Background: an optimization exercise with open tools, aiming at small area. Do not read the settings as production practice.
Only simulation tests tie the RTL to the original design; equivalence was not proved.

==> inputs of 03-25 <==
Design vfr_nn, start of the top module:
module vfr_nn #(
    parameter WIDTH = 16
)(
    input                           clk,
    input                           rst,
    input signed    [WIDTH-1:0]     f1_input1,
    input signed    [WIDTH-1:0]     f2_input2,
    input signed    [WIDTH-1:0]     h1_w1,       
    input signed    [WIDTH-1:0]     h1_w2,       
    input signed    [WIDTH-1:0]     h1_bias,     
    input signed    [WIDTH-1:0]     h2_w1,       
    input signed    [WIDTH-1:0]     h2_w2,       
    input signed    [WIDTH-1:0]     h2_bias,     
    input signed    [WIDTH-1:0]     h3_w1,       
    input signed    [WIDTH-1:0]     h3_w2,       
    input signed    [WIDTH-1:0]     h3_bias,     
    input signed    [WIDTH-1:0]     h4_w1,       
    input signed    [WIDTH-1:0]     h4_w2,       
    input signed    [WIDTH-1:0]     h4_bias,     
    input signed    [WIDTH-1:0]     out_w11,      
    input signed    [WIDTH-1:0]     out_w12,      
    input signed    [WIDTH-1:0]     out_w13,      
    input signed    [WIDTH-1:0]     out_w14,      
    input signed    [WIDTH-1:0]     out_bias1,    
    input signed    [WIDTH-1:0]     out_w21,      
    input signed    [WIDTH-1:0]     out_w22,      
    input signed    [WIDTH-1:0]     out_w23,      
    input signed    [WIDTH-1:0]     out_w24,      
    input signed    [WIDTH-1:0]     out_bias2,    
    input signed    [WIDTH-1:0]     out_w31,      
    input signed    [WIDTH-1:0]     out_w32,      
    input signed    [WIDTH-1:0]     out_w33,      
    input signed    [WIDTH-1:0]     out_w34,      
    input signed    [WIDTH-1:0]     out_bias3,    
    input signed    [WIDTH-1:0]     out_w41,      
    input signed    [WIDTH-1:0]     out_w42,      
    input signed    [WIDTH-1:0]     out_w43,      
    input signed    [WIDTH-1:0]     out_w44,      
    input signed    [WIDTH-1:0]     out_bias4,    
    input signed    [WIDTH-1:0]     out_w51,      
    input signed    [WIDTH-1:0]     out_w52,      
    input signed    [WIDTH-1:0]     out_w53,      
    input signed    [WIDTH-1:0]     out_w54,      
    input signed    [WIDTH-1:0]     out_bias5,    
    input signed    [WIDTH-1:0]     out_w61,      
    input signed    [WIDTH-1:0]     out_w62,      
    input signed    [WIDTH-1:0]     out_w63,      
    input signed    [WIDTH-1:0]     out_w64,      
    input signed    [WIDTH-1:0]     out_bias6,    
    input signed    [WIDTH-1:0]     out_w71,      
    input signed    [WIDTH-1:0]     out_w72,      
    input signed    [WIDTH-1:0]     out_w73,      
    input signed    [WIDTH-1:0]     out_w74,      
    input signed    [WIDTH-1:0]     out_bias7,    
    input signed    [WIDTH-1:0]     out_w81,      
    input signed    [WIDTH-1:0]     out_w82,      
    input signed    [WIDTH-1:0]     out_w83,      
    input signed    [WIDTH-1:0]     out_w84,      
    input signed    [WIDTH-1:0]     out_bias8,    
    input signed    [WIDTH-1:0]     out_w91,      
    input signed    [WIDTH-1:0]     out_w92,      
    input signed    [WIDTH-1:0]     out_w93,      
    input signed    [WIDTH-1:0]     out_w94,      
    input signed    [WIDTH-1:0]     out_bias9,    
    input signed    [WIDTH-1:0]     out_w101,      
    input signed    [WIDTH-1:0]     out_w102,      
    input signed    [WIDTH-1:0]     out_w103,      
    input signed    [WIDTH-1:0]     out_w104,      
    input signed    [WIDTH-1:0]     out_bias10,    
    output signed   [WIDTH-1:0]     net_output1,
    output signed   [WIDTH-1:0]     net_output2,
    output signed   [WIDTH-1:0]     net_output3,
    output signed   [WIDTH-1:0]     net_output4,
    output signed   [WIDTH-1:0]     net_output5,
    output signed   [WIDTH-1:0]     net_output6,
    output signed   [WIDTH-1:0]     net_output7,
    output signed   [WIDTH-1:0]     net_output8,
    output signed   [WIDTH-1:0]     net_output9,
    output signed   [WIDTH-1:0]     net_output10
);
Settings: LEC_CHECK=0, CAP_MARGIN=10, CELL_PAD_IN_SITES_DETAIL_PLACEMENT=0, CELL_PAD_IN_SITES_GLOBAL_PLACEMENT=0, CORE_MARGIN=2, CORE_UTILIZATION=60, PLACE_DENSITY=0.7, SLEW_MARGIN=10, SYNTH_HIERARCHICAL=1, SYNTH_MINIMUM_KEEP_SIZE=0; clock period 12.0 ns.
run.sh (not shown) runs the stock make flow with config.mk's settings and CLKGATE_MAP_FILE= SYNTH_SCRIPT=/design/flow/synth_recipe.tcl, a recipe that flattens the netlist after the stock synthesis.
==> 09-23 (differences from 03-25) <==
--- a/flow/design.v
+++ b/flow/design.v
@@ -16,13 +16,13 @@
     wire [15:0] s2, c2;
     wire cl2, k2;
     mul_rows p2 (.a(weight2), .one(one2), .two(two2), .neg(neg2), .s(s2), .c(c2), .cl(cl2), .k(k2));
     wire n1 = ~bias[15];
     wire n2, n3;
-    add3 un2 (.a(s1[0]), .b(c1[0]), .c(s2[0]), .s(n2), .co(n3));
+    add3 un2 (.a(s1[0]), .b(c1[0]), .c(cl1), .s(n2), .co(n3));
     wire n4, n5;
-    add3 un4 (.a(c2[0]), .b(bias[0]), .c(cl1), .s(n4), .co(n5));
+    add3 un4 (.a(s2[0]), .b(c2[0]), .c(cl2), .s(n4), .co(n5));
     wire n6, n7;
     add3 un6 (.a(s1[1]), .b(c1[1]), .c(s2[1]), .s(n6), .co(n7));
     wire n8, n9;
     add3 un8 (.a(c2[1]), .b(bias[1]), .c(n3), .s(n8), .co(n9));
     wire n10, n11;
@@ -109,11 +109,11 @@
     add3 un90 (.a(n58), .b(n60), .c(n55), .s(n90), .co(n91));
     wire n92, n93;
     add3 un92 (.a(n62), .b(n64), .c(n59), .s(n92), .co(n93));
     wire n94 = k1 ^ k2 ^ n63;
     wire n95, n96;
-    add3 un95 (.a(cl2), .b(n2), .c(n4), .s(n95), .co(n96));
+    add3 un95 (.a(bias[0]), .b(n2), .c(n4), .s(n95), .co(n96));
     wire n97, n98;
     add3 un97 (.a(n6), .b(n8), .c(n5), .s(n97), .co(n98));
     wire n99, n100;
     add2 un99 (.a(n9), .b(n66), .s(n99), .co(n100));
     wire n101, n102;
@@ -623,50 +623,55 @@
     wire n360 = r0[21] | r1[21];
     wire n361 = r0[22] & r1[22];
     wire n362 = r0[22] | r1[22];
     wire n363 = r0[23] & r1[23];
     wire n364 = r0[23] | r1[23];
-    wire n365 = r0[0] & r1[0];
-    wire n366 = r0[1] & n365;
-    wire n367 = r0[2] & n366;
-    wire n368 = (r0[3] & r1[3]) | (n367 & (r0[3] | r1[3]));
-    wire n369 = (r0[4] & r1[4]) | (n368 & (r0[4] | r1[4]));
-    wire n370 = (r0[5] & r1[5]) | (n369 & (r0[5] | r1[5]));
-    wire n371 = (r0[6] & r1[6]) | (n370 & (r0[6] | r1[6]));
-    wire n372 = (r0[7] & r1[7]) | (n371 & (r0[7] | r1[7]));
-    wire n373 = n335 | (n336 & n333);
-    wire n374 = n336 & n334;
-    wire n375 = n339 | (n340 & n337);
-    wire n376 = n340 & n338;
-    wire n377 = n375 | (n376 & n373);
-    wire n378 = n376 & n374;
-    wire n379 = n343 | (n344 & n341);
-    wire n380 = n344 & n342;
-    wire n381 = n347 | (n348 & n345);
-    wire n382 = n348 & n346;
-    wire n383 = n381 | (n382 & n379);
-    wire n384 = n382 & n380;
-    wire n385 = n383 | (n384 & n377);
-    wire n386 = n384 & n378;
-    wire n387 = n351 | (n352 & n349);
-    wire n388 = n352 & n350;
-    wire n389 = n355 | (n356 & n353);
-    wire n390 = n356 & n354;
-    wire n391 = n389 | (n390 & n387);
-    wire n392 = n390 & n388;
-    wire n393 = n359 | (n360 & n357);
-    wire n394 = n360 & n358;
-    wire n395 = n363 | (n364 & n361);
-    wire n396 = n364 & n362;
-    wire n397 = n395 | (n396 & n393);
-    wire n398 = n396 & n394;
-    wire n399 = n397 | (n398 & n391);
-    wire n400 = n398 & n392;
-    wire n401 = n399 | (n400 & n385);
-    wire n402 = n400 & n386;
-    assign cl = n372;
-    assign k = n401 | (n402 & n372);
+    wire n365 = r0[1] & n321;
+    wire n366 = r0[1] & n322;
+    wire n367 = n324 & r0[2];
+    wire n368 = n323 | (n367 & n365);
+    wire n369 = n367 & n366;
+    wire n370 = n327 | (n328 & n325);
+    wire n371 = n328 & n326;
+    wire n372 = n331 | (n332 & n329);
+    wire n373 = n332 & n330;
+    wire n374 = n372 | (n373 & n370);
+    wire n375 = n373 & n371;
+    wire n376 = n374 | (n375 & n368);
+    wire n377 = n375 & n369;
+    wire n378 = n335 | (n336 & n333);
+    wire n379 = n336 & n334;
+    wire n380 = n339 | (n340 & n337);
+    wire n381 = n340 & n338;
+    wire n382 = n380 | (n381 & n378);
+    wire n383 = n381 & n379;
+    wire n384 = n343 | (n344 & n341);
+    wire n385 = n344 & n342;
+    wire n386 = n347 | (n348 & n345);
+    wire n387 = n348 & n346;
+    wire n388 = n386 | (n387 & n384);
+    wire n389 = n387 & n385;
+    wire n390 = n388 | (n389 & n382);
+    wire n391 = n389 & n383;
+    wire n392 = n351 | (n352 & n349);
+    wire n393 = n352 & n350;
+    wire n394 = n355 | (n356 & n353);
+    wire n395 = n356 & n354;
+    wire n396 = n394 | (n395 & n392);
+    wire n397 = n395 & n393;
+    wire n398 = n359 | (n360 & n357);
+    wire n399 = n360 & n358;
+    wire n400 = n363 | (n364 & n361);
+    wire n401 = n364 & n362;
+    wire n402 = n400 | (n401 & n398);
+    wire n403 = n401 & n399;
+    wire n404 = n402 | (n403 & n396);
+    wire n405 = n403 & n397;
+    wire n406 = n404 | (n405 & n390);
+    wire n407 = n405 & n391;
+    assign cl = n376;
+    assign k = n406 | (n407 & n376);
     assign s = r0[23:8];
     assign c = r1[23:8];
 endmodule
 module add3 (input a, input b, input c, output s, output co);
     assign s = (a ^ b) ^ c;
@@ -724,13 +729,13 @@
     wire [15:0] s4, c4;
     wire cl4, k4;
     mul_rows p4 (.a(weight4), .one(one4), .two(two4), .neg(neg4), .s(s4), .c(c4), .cl(cl4), .k(k4));
     wire n1 = ~bias[15];
     wire n2, n3;
-    add3 un2 (.a(s1[0]), .b(c1[0]), .c(s2[0]), .s(n2), .co(n3));
+    add3 un2 (.a(s1[0]), .b(c1[0]), .c(cl1), .s(n2), .co(n3));
     wire n4, n5;
-    add3 un4 (.a(c2[0]), .b(s3[0]), .c(c3[0]), .s(n4), .co(n5));
+    add3 un4 (.a(s2[0]), .b(c2[0]), .c(cl2), .s(n4), .co(n5));
     wire n6, n7;
     add3 un6 (.a(s1[1]), .b(c1[1]), .c(s2[1]), .s(n6), .co(n7));
     wire n8, n9;
     add3 un8 (.a(s1[2]), .b(c1[2]), .c(s2[2]), .s(n8), .co(n9));
     wire n10, n11;
@@ -758,13 +763,13 @@
     wire n32, n33;
     add3 un32 (.a(s1[14]), .b(c1[14]), .c(s2[14]), .s(n32), .co(n33));
     wire n34, n35;
     add3 un34 (.a(s1[15]), .b(c1[15]), .c(s2[15]), .s(n34), .co(n35));
     wire n36, n37;
-    add3 un36 (.a(s4[0]), .b(c4[0]), .c(bias[0]), .s(n36), .co(n37));
+    add3 un36 (.a(s3[0]), .b(c3[0]), .c(cl3), .s(n36), .co(n37));
     wire n38, n39;
-    add3 un38 (.a(cl1), .b(cl2), .c(cl3), .s(n38), .co(n39));
+    add3 un38 (.a(s4[0]), .b(c4[0]), .c(cl4), .s(n38), .co(n39));
     wire n40, n41;
     add3 un40 (.a(c2[1]), .b(s3[1]), .c(c3[1]), .s(n40), .co(n41));
     wire n42, n43;
     add3 un42 (.a(s4[1]), .b(c4[1]), .c(bias[1]), .s(n42), .co(n43));
     wire n44, n45;
@@ -854,11 +859,11 @@
     wire n128 = ~(n34 ^ n33);
     wire n129 = n34 | n33;
     wire n130 = k1 ^ k2 ^ k3;
     wire n131 = k4 ^ n35 ^ 1'b1;
     wire n132, n133;
-    add3 un132 (.a(cl4), .b(n2), .c(n4), .s(n132), .co(n133));
+    add3 un132 (.a(bias[0]), .b(n2), .c(n4), .s(n132), .co(n133));
     wire n134, n135;
     add3 un134 (.a(n40), .b(n42), .c(n44), .s(n134), .co(n135));
     wire n136, n137;
     add3 un136 (.a(n46), .b(n48), .c(n50), .s(n136), .co(n137));
     wire n138, n139;
Settings changed: CAP_MARGIN 10 to 20, CORE_UTILIZATION 60 to 66, PLACE_DENSITY 0.7 to 0.74, SLEW_MARGIN 10 to 20.
==> 11-02 (differences from 03-25) <==
Settings changed: CAP_MARGIN 10 to 20, SLEW_MARGIN 10 to 20.
==> summary of the runs <==
Of 09-23 and 11-02, 11-02 has the higher die area (gap about 8%, measured against 11-02). Final area: 11-02 is lower than 09-23 (about 1.2%). The lowest register-to-register slack belongs to 09-23, the highest to 11-02. The highest global-route usage belongs to 09-23, the lowest to 03-25. Worst setup slack, highest first: 11-02, 09-23, 03-25. Sequential share of layout area: 03-25 > 11-02 > 09-23. In 03-25 the utilization is lower than in 09-23, by 6.1 points. In first-iteration DRC count, 03-25 and 11-02 hardly differ.
==> figures <==
item                                                            11-02         09-23         03-25
Capturing instance or port of the critical path             code_a[4]    code_a[38]     code_a[4]
Metal3 WL                                                      137 mm        146 mm        138 mm
Worst slack at placement                                     0.205 ns      0.241 ns      0.248 ns
Gr usage total                                                  43.9%         48.1%         43.8%
Instance area after placement                            279,000 um^2  283,000 um^2  279,000 um^2
End of the worst register-to-register path                  code_a[1]    code_a[38]     code_a[9]
Run status                           no timing/DRC/antenna violations  no timing/DRC/antenna violations  no timing/DRC/antenna violations
Proportion of synthesized chip area in sequential cells         2.88%         2.84%         2.88%
Met2 global-route usage                                         62.6%         68.6%         62.9%
Area taken by multi-input logic gates                    239,000 um^2  243,000 um^2  239,000 um^2
Cells after synthesis                                          27,100        27,800        27,100
Final setup slack of the worst path                          0.886 ns      0.862 ns      0.837 ns
Actual slew at the worst max-slew pin                         1.17 ns       1.19 ns       1.30 ns
Vias/cell                                                        7.09          7.32          7.09
Sequential share of cell area                                   2.83%         2.80%         2.83%
Stages on worst setup path                                         28            27            29
Final area over synthesized area                               1.033x        1.031x        1.033x

re-timing with driven ports:
No port has a modelled driver above. Below, the same layouts with a new extraction and two added sets of constraints. Step 1 assumes that a clkbuf_16 drives the clock port and a buf_2 every other input. Step 2, shift: input delay + t, output delay - t, t = (earliest + latest rising clock arrival at the registers) / 2. This alone moves slack from input paths to output paths. Slacks: ideal / step 1 / step 2; pairs: ideal / step 1.
run	shift t [ns]	setup slack, ns	cell pins on the clock port's net
03-25	0.881	0.837 / 0.708 / -0.173	1
09-23	0.877	0.862 / 0.926 / 0.048	1
11-02	0.881	0.886 / 0.605 / -0.277	1
With both steps, setup timing fails in 03-25 and 11-02, where it was met with ideal ports. For 11-02, which loses most, drivers alone change the setup slack by -0.281 ns; drivers and shift together by -1.163 ns.
